This is an optimization exercise on Yosys and OpenROAD, whose aim is small area, not a production implementation.
Function was checked by simulation only, so behaviour that the tests miss may differ from the original.
Power and IR drop assume default switching activity.

// vfchd_i2cmux
module vfchd_i2cmux (
    input           Clk_ik,
    input           Rst_irq,
    input           IoExpApp12Int_ian,
    input           IoExpApp34Int_ian,
    input           IoExpBstEthInt_ian,
    input           IoExpLosInt_ian,
    input           IoExpBlmInInt_ian,
    output          InitDone_oq,
    output [4:0]    VmeGa_onqb5,
    output          VmeGaP_onq,
    input  [7:0]    Led_ib8,
    output [7:0]    StatusLed_ob8,
    input           GpIo1A2B_i,
    input           EnGpIo1Term_i,
    input           GpIo2A2B_i,
    input           EnGpIo2Term_i,
    input           GpIo34A2B_i,
    input           EnGpIo3Term_i,
    input           EnGpIo4Term_i,
    output          StatusGpIo1A2B_oq,
    output          StatusEnGpIo1Term_oq,
    output          StatusGpIo2A2B_oq,
    output          StatusEnGpIo2Term_oq,
    output          StatusGpIo34A2B_oq,
    output          StatusEnGpIo3Term_oq,
    output          StatusEnGpIo4Term_oq,
    output [7:0]    BlmIn_oqb8,
    output          AppSfp1Present_oq,
    output [15:0]   AppSfp1Id_oq16,
    output          AppSfp1TxFault_oq,
    output          AppSfp1Los_oq,
    input           AppSfp1TxDisable_i,
    input           AppSfp1RateSelect_i,
    output          StatusAppSfp1TxDisable_oq,
    output          StatusAppSfp1RateSelect_oq,
    output          AppSfp2Present_oq,
    output [15:0]   AppSfp2Id_oq16,
    output          AppSfp2TxFault_oq,
    output          AppSfp2Los_oq,
  ...
export LEC_CHECK = 0
export CAP_MARGIN = 20
export CORE_MARGIN = 2
export CORE_UTILIZATION = 60
export SLEW_MARGIN = 20
create_clock -name core_clock -period 10.0 [get_ports {Clk_ik}]
standard.sh (not shown) runs the stock make flow with config.mk's settings and CLKGATE_MAP_FILE= SYNTH_SCRIPT=/design/flow/synth_recipe.tcl, a recipe that flattens the netlist after the stock synthesis.
==> flow/flow/run.sh <==
#!/bin/bash
# Standard ORFS flow (the standard.sh, unchanged synthesis) with smaller port buffers
# and a clock tree of fewer, mid-size buffers.
set -euo pipefail
bash standard.sh \
  BUFFER_PORTS_ARGS="-buffer_cell sky130_fd_sc_hd__buf_1" \
  CTS_ARGS="-sink_clustering_enable -repair_clock_nets -buf_list sky130_fd_sc_hd__clkbuf_16 -sink_clustering_size 24 -sink_clustering_max_diameter 50 -dont_use_dummy_load" \
  finish > standard_flow.log 2>&1
The first run finished clean.
Edit:
--- a/flow/flow/run.sh
+++ b/flow/flow/run.sh
@@ -7 +7 @@
-  CTS_ARGS="-sink_clustering_enable -repair_clock_nets -buf_list sky130_fd_sc_hd__clkbuf_16 -sink_clustering_size 24 -sink_clustering_max_diameter 50 -dont_use_dummy_load" \
+  CTS_ARGS="-sink_clustering_enable -repair_clock_nets -buf_list sky130_fd_sc_hd__clkbuf_8 -sink_clustering_size 16 -sink_clustering_max_diameter 60 -dont_use_dummy_load" \
- CORE_UTILIZATION: 60 -> 40
=> The new run passed the timing, design-rule and antenna checks. Die area grows by 49%. Sequential share of layout area hardly moves. Critical path depth is unchanged. Total power shrinks by 5.6%. Synthesized cell count is unchanged. Clock-buffer cell count grows by 5. Wire length grows by 7.9%. Via count shrinks by 1.6%. Utilization shrinks by 23 points. Cell area is about the same. Final cell count grows by 9.2%.
Edit:
- CORE_UTILIZATION: 40 -> 60
The changed run completed without violations.
Area after synthesis is unchanged.
First-iteration DRC count climbs by 30%.
Wire length drops by 7.4%.
Count of clock-buffer cells in the layout drops by 7.
Final cell count drops by 8.5%.
Worst hold slack is better by 0.053 ns.
Power drops by 3.0%.
Non-clock buffer count drops by 2.
Edit:
--- a/flow/flow/run.sh
+++ b/flow/flow/run.sh
@@ -7 +7 @@
-  CTS_ARGS="-sink_clustering_enable -repair_clock_nets -buf_list sky130_fd_sc_hd__clkbuf_8 -sink_clustering_size 16 -sink_clustering_max_diameter 60 -dont_use_dummy_load" \
+  CTS_ARGS="-sink_clustering_enable -repair_clock_nets -buf_list sky130_fd_sc_hd__clkbuf_8 -sink_clustering_size 20 -sink_clustering_max_diameter 50 -dont_use_dummy_load" \
=>
- critical path depth is unchanged
- utilization increases by 0.11 points
- first-iteration DRC count decreases by 2.4%
- worst setup slack gets worse by 0.0057 ns
- wire length hardly moves
- non-clock buffer count does not change
- clock power increases by about 2%
- sequential share of layout area stays flat
- total power increases by 0.40%
- via count stays flat
- clock skew stays flat
Edit:
--- a/flow/flow/run.sh
+++ b/flow/flow/run.sh
@@ -7 +7 @@
-  CTS_ARGS="-sink_clustering_enable -repair_clock_nets -buf_list sky130_fd_sc_hd__clkbuf_8 -sink_clustering_size 20 -sink_clustering_max_diameter 50 -dont_use_dummy_load" \
+  CTS_ARGS="-sink_clustering_enable -repair_clock_nets -buf_list sky130_fd_sc_hd__clkbuf_8 -sink_clustering_size 16 -sink_clustering_max_diameter 60 -dont_use_dummy_load" \
- CORE_UTILIZATION: 60 -> 75
What happened: First-iteration DRC count rises by about 37%; worst hold slack improves by 0.045 ns; power stays flat; clock-buffer cell count drops by 3; maximum frequency went down by 10%; routed wire length grows by 3.2%.

========
Another version of the RTL of vfchd_i2cmux (not shown whole).
Size in the first run: about 1600 cells after synthesis, roughly 370 flip-flops, about 300 I/O pins.
export LEC_CHECK = 0
export CAP_MARGIN = 20
export CORE_MARGIN = 2
export CORE_UTILIZATION = 40
export SLEW_MARGIN = 20
create_clock -name core_clock -period 10.0 [get_ports {Clk_ik}]
==> flow/flow/run.sh <==
#!/bin/bash
# Standard ORFS flow (the standard.sh, unchanged synthesis) with smaller port buffers
# and a clock tree of fewer, mid-size buffers.
set -euo pipefail
bash standard.sh \
  BUFFER_PORTS_ARGS="-buffer_cell sky130_fd_sc_hd__buf_1" \
  CTS_ARGS="-sink_clustering_enable -repair_clock_nets -buf_list sky130_fd_sc_hd__clkbuf_8 -sink_clustering_size 16 -sink_clustering_max_diameter 60 -dont_use_dummy_load" \
  finish > standard_flow.log 2>&1
==> next run, changes <==
--- a/flow/flow/run.sh
+++ b/flow/flow/run.sh
@@ -7 +7 @@
-  CTS_ARGS="-sink_clustering_enable -repair_clock_nets -buf_list sky130_fd_sc_hd__clkbuf_8 -sink_clustering_size 16 -sink_clustering_max_diameter 60 -dont_use_dummy_load" \
+  CTS_ARGS="-sink_clustering_enable -repair_clock_nets -buf_list sky130_fd_sc_hd__clkbuf_8 -sink_clustering_size 20 -sink_clustering_max_diameter 80 -dont_use_dummy_load" \
Effect: The new run completed with no timing, DRC or antenna violations. Die area does not change. Via count goes down by 0.58%. Final area goes down by 0.89%. Area after synthesis does not change. Combinational power stays flat.

========
Another version of the RTL of vfchd_i2cmux (not shown whole).
Size: about 1,400 cells after synthesis, ~370 flip-flops, about 300 I/O pins.
export LEC_CHECK = 0
export CAP_MARGIN = 20
export CORE_MARGIN = 2
export CORE_UTILIZATION = 70
export SLEW_MARGIN = 20
create_clock -name core_clock -period 10.0 [get_ports {Clk_ik}]
==> flow/flow/run.sh <==
#!/bin/bash
# Standard ORFS flow (the standard.sh, unchanged synthesis) with smaller port buffers
# and a clock tree of fewer, mid-size buffers.
set -euo pipefail
bash standard.sh \
  BUFFER_PORTS_ARGS="-buffer_cell sky130_fd_sc_hd__buf_1" \
  CTS_ARGS="-sink_clustering_enable -repair_clock_nets -buf_list sky130_fd_sc_hd__clkbuf_8 -sink_clustering_size 16 -sink_clustering_max_diameter 60 -dont_use_dummy_load" \
  finish > standard_flow.log 2>&1
Edit:
- CORE_UTILIZATION: 70 -> 80
Outcome: The new run produced a clean layout; worst setup slack got worse by 140 ps; fmax came out lower by about 3.2%; cell count fell by about 1%; clock-buffer cell count decreases by 2; hold slack loses 37 ps; routed wire length came out higher by about 24%; utilization came out higher by 12 points; critical path depth is unchanged; synthesized area stays the same; power came out higher by 2.9%; clock power hardly moves.

========
## alpha
Another version of the RTL of vfchd_i2cmux (not shown whole).
For scale: ~2,000 cells after synthesis, about 370 flip-flops, roughly 300 I/O pins, roughly 0.018 sq mm of cells after synthesis.
export LEC_CHECK = 0
export CAP_MARGIN = 20
export CORE_MARGIN = 2
export CORE_UTILIZATION = 40
export SLEW_MARGIN = 20
create_clock -name core_clock -period 10.0 [get_ports {Clk_ik}]
==> flow/flow/run.sh <==
#!/bin/bash
# Standard ORFS flow (the standard.sh, unchanged synthesis) with smaller port buffers
# and a clock tree of fewer, mid-size buffers.
set -euo pipefail
bash standard.sh \
  BUFFER_PORTS_ARGS="-buffer_cell sky130_fd_sc_hd__buf_1" \
  CTS_ARGS="-sink_clustering_enable -repair_clock_nets -buf_list sky130_fd_sc_hd__clkbuf_16 -sink_clustering_size 30 -sink_clustering_max_diameter 100 -dont_use_dummy_load" \
  finish > standard_flow.log 2>&1
The inputs of beta differ from those of alpha as listed below.
==> flow/flow/run.sh <==
#!/bin/bash
# Standard ORFS flow (the standard.sh, unchanged synthesis) with smaller port buffers
# and smaller clock-tree buffers.
set -euo pipefail
bash standard.sh \
  BUFFER_PORTS_ARGS="-buffer_cell sky130_fd_sc_hd__buf_1" \
  CTS_ARGS="-sink_clustering_enable -repair_clock_nets -buf_list sky130_fd_sc_hd__clkbuf_4 -dont_use_dummy_load" \
  finish > standard_flow.log 2>&1
[summary]
- Cmp beta and alpha / part of the power in combinational logic / lower: beta
- From alpha to beta, number of instances resized during post-cts repair did not move at all.
- Reported for beta and alpha, total setup violations reported at the end of the flow turned out identical to the last digit.
- Diff beta and alpha: insertion delay of the later-clocked pin in the worst-skew pair higher in beta
- On worst vdd rail ir drop, beta does better than alpha.
- beta reached the final stage; the timing, design-rule and antenna checks on its layout passed.
- From alpha to beta the numbers moved as follows: count of max-cap constraint violations comparable; final critical-path required period lower.

[separate check: timing with driven ports]
No port has a modelled driver above. Below, the same layouts with a new extraction and two added sets of constraints. Step 1 sets driving cells, clkbuf_16 on the clock port and buf_2 on the other inputs (assumed; they add their load-dependent delay and slew). Step 2 also shifts input and output timing later by t, the mid clock arrival at the registers, as if the neighbouring blocks saw the same clock. a / b / c = ideal / step 1 / step 2; a / b = the first two.
run	t (ns)	setup WS [ns]	latest minus earliest clock arrival (ns)
the first run of note 1	0.605	6.176 / 6.205 / 5.599	0.043 / 0.043
the second run of note 1	0.632	6.258 / 6.265 / 5.660	0.102 / 0.102
the third run of note 1	0.619	6.225 / 6.249 / 5.630	0.057 / 0.058
the fourth run of note 1	0.641	6.220 / 6.246 / 5.604	0.054 / 0.055
the fifth run of note 1	0.627	5.778 / 5.778 / 5.525	0.061 / 0.061
the first run of note 2	0.639	5.807 / 5.834 / 5.195	0.087 / 0.087
the second run of note 2	0.628	5.844 / 5.869 / 5.241	0.084 / 0.084
the first run of note 3	0.621	5.871 / 5.887 / 5.267	0.083 / 0.083
the second run of note 3	0.615	5.734 / 5.733 / 5.118	0.079 / 0.079
alpha	0.575	5.315 / 5.315 / 4.836	0.053 / 0.053
beta	0.852	5.357 / 5.357 / 4.762	0.087 / 0.087
After both steps setup and hold are still met in every run listed.
